This is an optimization exercise on Yosys and OpenROAD, whose aim is small area and a short achievable clock period, not a production implementation.
The RTL was checked by simulation tests, not by an equivalence proof against the original design.
Power and IR drop assume default switching activity.

Setup of main:
==> flow/design.v (excerpt) <==
module finalproject #(
    parameter CLK_FREQ_HZ = 8_000,
    parameter SCAN_RATE   = 1000
)(
    input  wire        CLK,
    input  wire        RST_N,
    input  wire [3:0]  ROWS,
    output wire [3:0]  COLS,
    output wire [7:0]  HEX0,
    output wire [7:0]  HEX1,
    output wire [7:0]  HEX2,
    output wire [9:0]  LEDS,
    output wire [7:0]  DBG
);
Size: about 620 cells after synthesis, roughly 94 flip-flops, ~52 I/O pins.
clock: 10.0 ns
lec_check: 0
abc_area: 1
cap_margin: 20
core_margin: 2
core_utilization: 40
cts_buf_list: sky130_fd_sc_hd__clkbuf_8
slew_margin: 20
standard.sh (not shown) runs the stock make flow with config.mk's settings and CLKGATE_MAP_FILE= SYNTH_SCRIPT=/design/flow/synth_recipe.tcl, a recipe that flattens the netlist after the stock synthesis.
==> flow/flow/run.sh <==
#!/bin/bash
# Own flow: the standard layout (standard.sh, unchanged synthesis,
# floorplan, power grid, placement, CTS and routing), with two changes:
#  - the port buffers are plain buffers instead of the delay cells that
#    buffer_ports picks by default;
#  - setup repair aims at a margin below the clock period.
# Each tool's full output stays in orfs/logs; make's output goes to
# standard.log in this folder.
set -euo pipefail
bash standard.sh \
  "BUFFER_PORTS_ARGS=-buffer_cell sky130_fd_sc_hd__buf_1" \
  SETUP_SLACK_MARGIN=7 \
  finish > standard.log 2>&1
main: PASS, flow complete, no timing, DRC or antenna violations
For the feature branch, these inputs were changed with respect to main:
Settings: CTS_BUF_LIST no longer set, was sky130_fd_sc_hd__clkbuf_8.
### Flow results
The non-clock buffer count in the feature branch sits 16% below the value recorded for main.
[compare] base=main new=the feature branch: instance count after placement with tap cells included has remained practically unchanged, power share of the sequential group lower, cell count went down by 10.


finalproject, a different RTL version from the one above (not shown whole).
For scale: roughly 580 cells after synthesis, ~98 flip-flops.
==> flow/config.mk <==
export PLATFORM = sky130hd
export DESIGN_NAME = finalproject
export DESIGN_NICKNAME = finalproject
export VERILOG_FILES = /design/flow/design.v
export SDC_FILE = /design/flow/constraint.sdc
export NUM_CORES = 4
export LEC_CHECK = 0
export CAP_MARGIN = 20
export CORE_MARGIN = 2
export CORE_UTILIZATION = 40
export SLEW_MARGIN = 20
==> flow/constraint.sdc <==
create_clock -name core_clock -period 10.0 [get_ports {CLK}]
set_input_delay 2.0000 -clock core_clock [delete_from_list [all_inputs] [get_ports {CLK}]]
set_output_delay 2.0000 -clock core_clock [all_outputs]
set_load 0.01 [all_outputs]
==> flow/flow/run.sh <==
#!/bin/bash
# Own flow: the standard layout (standard.sh, unchanged synthesis,
# floorplan, power grid, placement, CTS and routing), with two changes:
#  - the port buffers are plain buffers instead of the delay cells that
#    buffer_ports picks by default;
#  - setup repair aims at a margin below the clock period.
# Each tool's full output stays in orfs/logs; make's output goes to
# standard.log in this folder.
set -euo pipefail
bash standard.sh \
  "BUFFER_PORTS_ARGS=-buffer_cell sky130_fd_sc_hd__buf_2" \
  SETUP_SLACK_MARGIN=7 \
  finish > standard.log 2>&1
Edit:
--- a/flow/flow/run.sh
+++ b/flow/flow/run.sh
@@ -10,3 +10,3 @@
 bash standard.sh \
-  "BUFFER_PORTS_ARGS=-buffer_cell sky130_fd_sc_hd__buf_2" \
+  "BUFFER_PORTS_ARGS=-buffer_cell sky130_fd_sc_hd__buf_1" \
   SETUP_SLACK_MARGIN=7 \
- ABC_AREA: default -> 1
- CTS_BUF_LIST: default -> sky130_fd_sc_hd__clkbuf_8
Maximum frequency went down by 1.6%.
Die area went down by 4.3%.
Cell count goes up by 12%.


The RTL this note starts from:
==> flow/design.v <==
module finalproject #(
    parameter CLK_FREQ_HZ = 8_000,
    parameter SCAN_RATE   = 1000
)(
    input  wire        CLK,
    input  wire        RST_N,
    input  wire [3:0]  ROWS,
    output wire [3:0]  COLS,
    output wire [7:0]  HEX0,
    output wire [7:0]  HEX1,
    output wire [7:0]  HEX2,
    output wire [9:0]  LEDS,
    output wire [7:0]  DBG
);
    reg [2:0] cnt;
    reg       tick;        
    reg       first;       
    reg [3:0] colsx;       
    assign COLS = colsx ^ 4'b1110;
    always @(posedge CLK or negedge RST_N) begin
        if (!RST_N) begin
            cnt   <= 3'd0;
            tick  <= 1'b0;
            first <= 1'b1;
            colsx <= 4'b0000;
        end else begin
            cnt  <= cnt + 3'd1;
            tick <= (cnt == 3'd7);
            if (tick) begin
                first <= 1'b0;
                if (!first) colsx <= {COLS[2:0], COLS[3]} ^ 4'b1110;
            end
        end
    end
    wire one_row = (ROWS == 4'b1110) | (ROWS == 4'b1101) |
                   (ROWS == 4'b1011) | (ROWS == 4'b0111);
    wire [1:0] cidx = {~COLS[3] | ~COLS[2], ~COLS[3] | ~COLS[1]};
    wire [1:0] ridx = {~ROWS[3] | ~ROWS[2], ~ROWS[3] | ~ROWS[1]};
    reg [3:0] kcode;
    always @(*) begin
        case ({cidx, ridx})
            4'b00_00: kcode = 4'd1;  4'b00_01: kcode = 4'd4;
            4'b00_10: kcode = 4'd7;  4'b00_11: kcode = 4'hE;
            4'b01_00: kcode = 4'd2;  4'b01_01: kcode = 4'd5;
            4'b01_10: kcode = 4'd8;  4'b01_11: kcode = 4'd0;
            4'b10_00: kcode = 4'd3;  4'b10_01: kcode = 4'd6;
            4'b10_10: kcode = 4'd9;  4'b10_11: kcode = 4'hF;
            4'b11_00: kcode = 4'hA;  4'b11_01: kcode = 4'hB;
            4'b11_10: kcode = 4'hC;  default:  kcode = 4'hD;
        endcase
    end
    reg [3:0] code;        
    reg       kev;         
    reg       idle;        
    always @(posedge CLK) code <= kcode;
    always @(posedge CLK or negedge RST_N) begin
        if (!RST_N) begin
            kev  <= 1'b0;
            idle <= 1'b1;
        end else begin
            kev <= tick & idle & one_row;
            if (tick) idle <= (ROWS == 4'b1111);
        end
    end
    wire k_clr   = (code == 4'hE);
    wire k_eq    = (code == 4'hF);
    wire k_op    = code[3] & (code[2] ^ code[1]);
    wire k_digit = ~code[3] | ~(code[2] | code[1]);
    function [6:0] seg;
        input [3:0] v;
        begin
            seg[0] = (v[0] & ~v[1] & ~v[2] & ~v[3]) | (v[0] & ~v[1] & v[2] & v[3]) | (~v[0] & ~v[1] & v[2] & ~v[3]) | (v[0] & v[1] & ~v[2] & v[3]);
            seg[1] = (~v[0] & v[2] & v[3]) | (v[0] & ~v[1] & v[2] & ~v[3]) | (~v[0] & v[1] & v[2]) | (v[0] & v[1] & v[3]);
            seg[2] = (~v[0] & v[1] & ~v[2] & ~v[3]) | (v[1] & v[2] & v[3]) | (~v[0] & v[2] & v[3]);
            seg[3] = (v[0] & ~v[1] & ~v[2] & ~v[3]) | (~v[0] & ~v[1] & v[2] & ~v[3]) | (~v[0] & v[1] & ~v[2] & v[3]) | (v[0] & v[1] & v[2]);
            seg[4] = (v[0] & ~v[3]) | (~v[1] & v[2] & ~v[3]) | (v[0] & ~v[1] & ~v[2]);
            seg[5] = (v[0] & ~v[1] & v[2] & v[3]) | (v[1] & ~v[2] & ~v[3]) | (v[0] & ~v[2] & ~v[3]) | (v[0] & v[1] & ~v[3]);
            seg[6] = (~v[0] & ~v[1] & v[2] & v[3]) | (v[0] & v[1] & v[2] & ~v[3]) | (~v[1] & ~v[2] & ~v[3]);
        end
    endfunction
    reg [6:0] opa, opb;
    reg [2:0] op;
    reg       opsel;
    reg       done;
    reg       nfirst_op;   
    wire      first_op = ~nfirst_op;
    reg [1:0] dcnt;
    reg [3:0] last_key;
    reg       nready;      
    wire      ready = ~nready;
    reg [6:0] nh0, nh1, nh2;
    wire [6:0] hex0 = nh0 ^ 7'b1000000;
    wire [6:0] hex1 = ~nh1;
    wire [6:0] hex2 = ~nh2;
    reg [12:0] lfsr;
    wire acc   = kev & ready;
    wire work  = acc & ~k_clr & ~done;      
    wire w_dig = work & k_digit;
    wire w_op  = work & k_op;
    wire w_eq  = work & k_eq;
    wire w_clr = acc & k_clr;
    wire       two = (dcnt == 2'd1);
    wire [6:0] x10 = {last_key, 3'b000} + {2'b00, last_key, 1'b0} + {3'b000, code};
    wire [6:0] nv  = two ? x10 : {3'b000, code};
    localparam [12:0] LFSR_SEED = 13'h0001;
    localparam [12:0] LFSR_END  = 13'h1914;
    wire [12:0] lfsr_nx = {lfsr[11:0], lfsr[12] ^ lfsr[3] ^ lfsr[2] ^ lfsr[0]};
    always @(posedge CLK)
        lfsr <= work ? LFSR_SEED : lfsr_nx;
    localparam S_IDLE = 3'd0, S_WAIT = 3'd1, S_START = 3'd2, S_LOOP = 3'd3,
               S_FIX = 3'd4, S_CONV = 3'd5, S_SEG = 3'd6;
    reg [7:0] R, Q;
    reg       c, qc, eqf;
    reg [2:0] st;
    wire op_add = (op == 3'd1);
    wire op_sub = (op == 3'd2);
    wire op_mul = (op == 3'd3);
    wire op_div = (op == 3'd4);
    wire k0 = (cnt == 3'd0);
    wire k7 = (cnt == 3'd7);
    wire [7:0] opa8 = {1'b0, opa};
    wire [7:0] opb8 = {1'b0, opb};
    wire ab = opa8[cnt];
    wire bb = opb8[cnt];
    wire tb = (cnt == 3'd1) | (cnt == 3'd3);                  
    wire eb = (cnt == 3'd1) | (cnt == 3'd2) | (cnt == 3'd3);   
    wire bz  = (opb == 7'd0);
    wire err = op_div & bz;
    wire ld  = op_add | op_sub | op_div;
    wire in_conv = (st == S_CONV);
    wire sub = in_conv | op_sub | op_div;
    wire rb  = R[0];
    wire qb  = Q[0];
    wire yb  = (in_conv ? tb : bb) ^ sub;
    wire cin = k0 ? sub : c;
    wire sb  = rb ^ yb ^ cin;
    wire cout = (rb & yb) | (cin & (rb ^ yb));
    wire qcin = k0 | qc;
    wire qs  = qb ^ qcin;
    reg nbR, nbQ;
    always @(*) begin
        case (st)
            S_START: begin
                nbR = err ? eb : (ld & ab);
                nbQ = err ? eb : ld;
            end
            S_LOOP, S_CONV: begin
                nbR = sb;
                nbQ = qs;
            end
            S_FIX: begin
                nbR = op_div ? qb : (op_mul & rb);
                nbQ = 1'b0;
            end
            default: begin
                nbR = rb;
                nbQ = qb;
            end
        endcase
        if (k7) begin
            nbR = 1'b0;
            nbQ = 1'b0;
        end
    end
    wire ge10 = R[7] | R[6] | R[5] | (R[4] & (R[3] | R[2]));
    wire q9   = Q[4] & Q[1];
    wire [2:0] s_cs = (ge10 & ~q9) ? S_CONV : S_SEG;
    wire [3:0] units = {R[2], R[1], R[0], R[7]};       
    wire [3:0] s0   = (st == S_SEG) ? Q[4:1] : (k_eq ? (units & {4{opsel}}) : code);
    wire [6:0] seg0 = seg(s0);
    reg [2:0] st_n;
    always @(*) begin
        case (st)
            S_WAIT:  st_n = S_START;
            S_START: st_n = err ? S_SEG : ((ld | (op_mul & ~eqf)) ? S_LOOP : s_cs);
            S_LOOP:  st_n = op_mul ? (eqf ? S_FIX : S_LOOP) :
                            op_div ? (c ? S_LOOP : S_FIX) :
                            op_sub ? (c ? s_cs : S_FIX) : s_cs;
            S_FIX:   st_n = s_cs;
            S_CONV:  st_n = s_cs;
            default: st_n = S_IDLE;
        endcase
    end
    always @(posedge CLK) begin
        c   <= cout;
        qc  <= qcin & qb;
        eqf <= (k0 | eqf) & ~(nbQ ^ ab);
        R   <= {nbR, R[7:1]};
        if ((st == S_SEG) & k7) Q <= {1'b0, seg0};
        else Q <= {nbQ, Q[7:1]};
    end
    always @(posedge CLK or negedge RST_N) begin
        if (!RST_N) st <= S_IDLE;
        else if (w_dig | w_op) st <= S_WAIT;
        else if (k7) st <= st_n;
    end
    wire [2:0] op_n   = w_clr ? 3'd0 : (w_op ? code[2:0] - 3'd1 : op);
    wire       done_n = ~w_clr & (done | w_eq);
    always @(posedge CLK or negedge RST_N) begin
        if (!RST_N) begin
            opa <= 0; opb <= 0; op <= 0; opsel <= 0; done <= 0;
            nfirst_op <= 0; dcnt <= 0; last_key <= 0; nready <= 0;
            nh0 <= 7'd0; nh1 <= 7'd0; nh2 <= 7'd0;
        end else begin
            if (work) nready <= 1'b1;
            else if (lfsr == LFSR_END) nready <= 1'b0;
            if (acc) last_key <= code;
            if (w_clr | (w_dig & first_op)) opa <= w_clr ? 7'd0 : nv;
            if (w_clr | (w_dig & ~first_op)) opb <= w_clr ? 7'd0 : nv;
            op <= op_n;
            done <= done_n;
            if (w_clr | w_op) opsel <= w_op;
            if (w_clr | w_op) nfirst_op <= ~w_clr;
            if (w_clr | w_op | w_dig) dcnt <= w_dig ? (two ? 2'd2 : 2'd1) : 2'd0;
            if (w_clr) nh0 <= (7'b1000000) ^ 7'b1000000;
            else if (w_dig | w_eq) nh0 <= (seg0) ^ 7'b1000000;
            if (w_eq) nh1 <= ~(opsel ? {Q[5:0], Q[7]} : 7'b1000000);
            else if (w_dig & two) nh1 <= ~(hex0);
            else if (w_clr | w_op | w_dig) nh1 <= ~(7'b1111111);
            if (w_clr) nh2 <= ~(7'b1111111);
            else if (w_op)
                case (code[2:0])
                    3'b010:  nh2 <= ~(7'b0001000);     
                    3'b011:  nh2 <= ~(7'b0000011);     
                    3'b100:  nh2 <= ~(7'b1000110);     
                    default: nh2 <= ~(7'b0100001);     
                endcase
            else if (w_eq & ~opsel) nh2 <= ~(7'b0001110);   
        end
    end
    assign HEX0 = {1'b1, hex0};
    assign HEX1 = {1'b1, hex1};
    assign HEX2 = {1'b1, hex2};
    assign LEDS = {done, opsel, first_op, dcnt, ready, last_key};
    assign DBG  = {op, done, opa[3:0]};
endmodule
clock: 10.0 ns
lec_check: 0
abc_area: 1
cap_margin: 20
core_margin: 2
core_utilization: 40
slew_margin: 20
==> flow/flow/run.sh <==
#!/bin/bash
# Own flow: the standard layout (standard.sh, unchanged synthesis,
# floorplan, power grid, placement, CTS and routing), with two changes:
#  - the port buffers are plain buffers instead of the delay cells that
#    buffer_ports picks by default;
#  - setup repair aims at a margin below the clock period.
# Each tool's full output stays in orfs/logs; make's output goes to
# standard.log in this folder.
set -euo pipefail
bash standard.sh \
  "BUFFER_PORTS_ARGS=-buffer_cell sky130_fd_sc_hd__buf_2" \
  SETUP_SLACK_MARGIN=6.8 \
  finish > standard.log 2>&1
Then changed:
--- a/flow/flow/run.sh
+++ b/flow/flow/run.sh
@@ -10,4 +10,4 @@
 bash standard.sh \
   "BUFFER_PORTS_ARGS=-buffer_cell sky130_fd_sc_hd__buf_2" \
-  SETUP_SLACK_MARGIN=6.8 \
+  SETUP_SLACK_MARGIN=7 \
   finish > standard.log 2>&1
=>
- total power stays flat
- non-clock buffer count is higher by 1
- design area stays flat
- via count is about the same
Then changed:
--- a/flow/flow/run.sh
+++ b/flow/flow/run.sh
@@ -10,4 +10,4 @@
 bash standard.sh \
   "BUFFER_PORTS_ARGS=-buffer_cell sky130_fd_sc_hd__buf_2" \
-  SETUP_SLACK_MARGIN=7 \
+  SETUP_SLACK_MARGIN=7.2 \
   finish > standard.log 2>&1
Worst setup slack improves by 0.046 ns. Design area rose by a few percent. Clock power hardly moves. Wire length increases by a few percent. Via count grows by a few percent. Synthesized cell count does not change. Global-route usage climbs by 0.41 points. Cell count grows by a few percent. Clock skew is about the same.
Then changed:
--- a/flow/flow/run.sh
+++ b/flow/flow/run.sh
@@ -10,4 +10,4 @@
 bash standard.sh \
   "BUFFER_PORTS_ARGS=-buffer_cell sky130_fd_sc_hd__buf_2" \
-  SETUP_SLACK_MARGIN=7.2 \
+  SETUP_SLACK_MARGIN=7.1 \
   finish > standard.log 2>&1
- The changed run completed without violations
- wire length stays flat
- worst hold slack barely changes
- setup slack is worse by 0.0041 ns
- critical path depth stays the same
- global-route usage hardly moves
- non-clock buffer count came out lower by 5
- register-to-register slack gets worse by 0.09 ns
Then changed:
--- a/flow/flow/run.sh
+++ b/flow/flow/run.sh
@@ -10,4 +10,4 @@
 bash standard.sh \
   "BUFFER_PORTS_ARGS=-buffer_cell sky130_fd_sc_hd__buf_2" \
-  SETUP_SLACK_MARGIN=7.1 \
+  SETUP_SLACK_MARGIN=7 \
   finish > standard.log 2>&1
- CTS_CLUSTER_DIAMETER: unset -> 100
- CTS_CLUSTER_SIZE: unset -> 30
=>
- cell area went down by 5.0%
- register-to-register slack degrades by 0.03 ns
- count of clock-buffer cells in the layout does not change
- total power went down by 0.90%
- non-clock buffer count went down by 31
- routed wire length went down by 3.6%
- worst setup slack degrades by 0.042 ns

## re-timing with driven ports
The flow's constraints put no driver on any port. The routed layouts listed below were extracted and timed again, unchanged, in two steps.
Step 1 (the two cells are an assumption about what drives the block):
set clk [get_ports {CLK}]
set_driving_cell -lib_cell sky130_fd_sc_hd__clkbuf_16 $clk
set_driving_cell -lib_cell sky130_fd_sc_hd__buf_2 [delete_from_list [all_inputs] $clk]
Step 2, shift: input delay + t, output delay - t, t = (earliest + latest rising clock arrival at the registers) / 2. This alone moves slack from input paths to output paths.
Slacks: no drivers / after step 1 / after step 2; pairs: no drivers / after step 1.
run | t, ns | setup slack, ns | worst setup path at the end | latest minus earliest clock arrival (ns) | cell pins on the clock port's net
main | 0.399 | 6.997 / 6.964 / 7.077 | input to register | 0.016 / 0.015 | 1
the feature branch | 0.376 | 7.036 / 6.999 / 7.082 | input to register | 0.010 / 0.010 | 1
the first run of note 2 | 0.381 | 6.992 / 6.954 / 7.107 | input to register | 0.007 / 0.007 | 1
the second run of note 2 | 0.402 | 6.942 / 6.909 / 7.084 | input to register | 0.008 / 0.009 | 1
the first run of note 3 | 0.374 | 6.877 / 6.842 / 7.189 | input to register | 0.007 / 0.007 | 1
the second run of note 3 | 0.372 | 7.043 / 7.007 / 7.189 | input to register | 0.008 / 0.007 | 1
the third run of note 3 | 0.371 | 7.089 / 7.053 / 7.192 | input to register | 0.008 / 0.007 | 1
the fourth run of note 3 | 0.372 | 7.085 / 7.049 / 7.190 | input to register | 0.009 / 0.009 | 1
the fifth run of note 3 | 0.372 | 7.043 / 7.007 / 7.189 | input to register | 0.008 / 0.007 | 1
After both steps setup and hold are still met in every run listed.
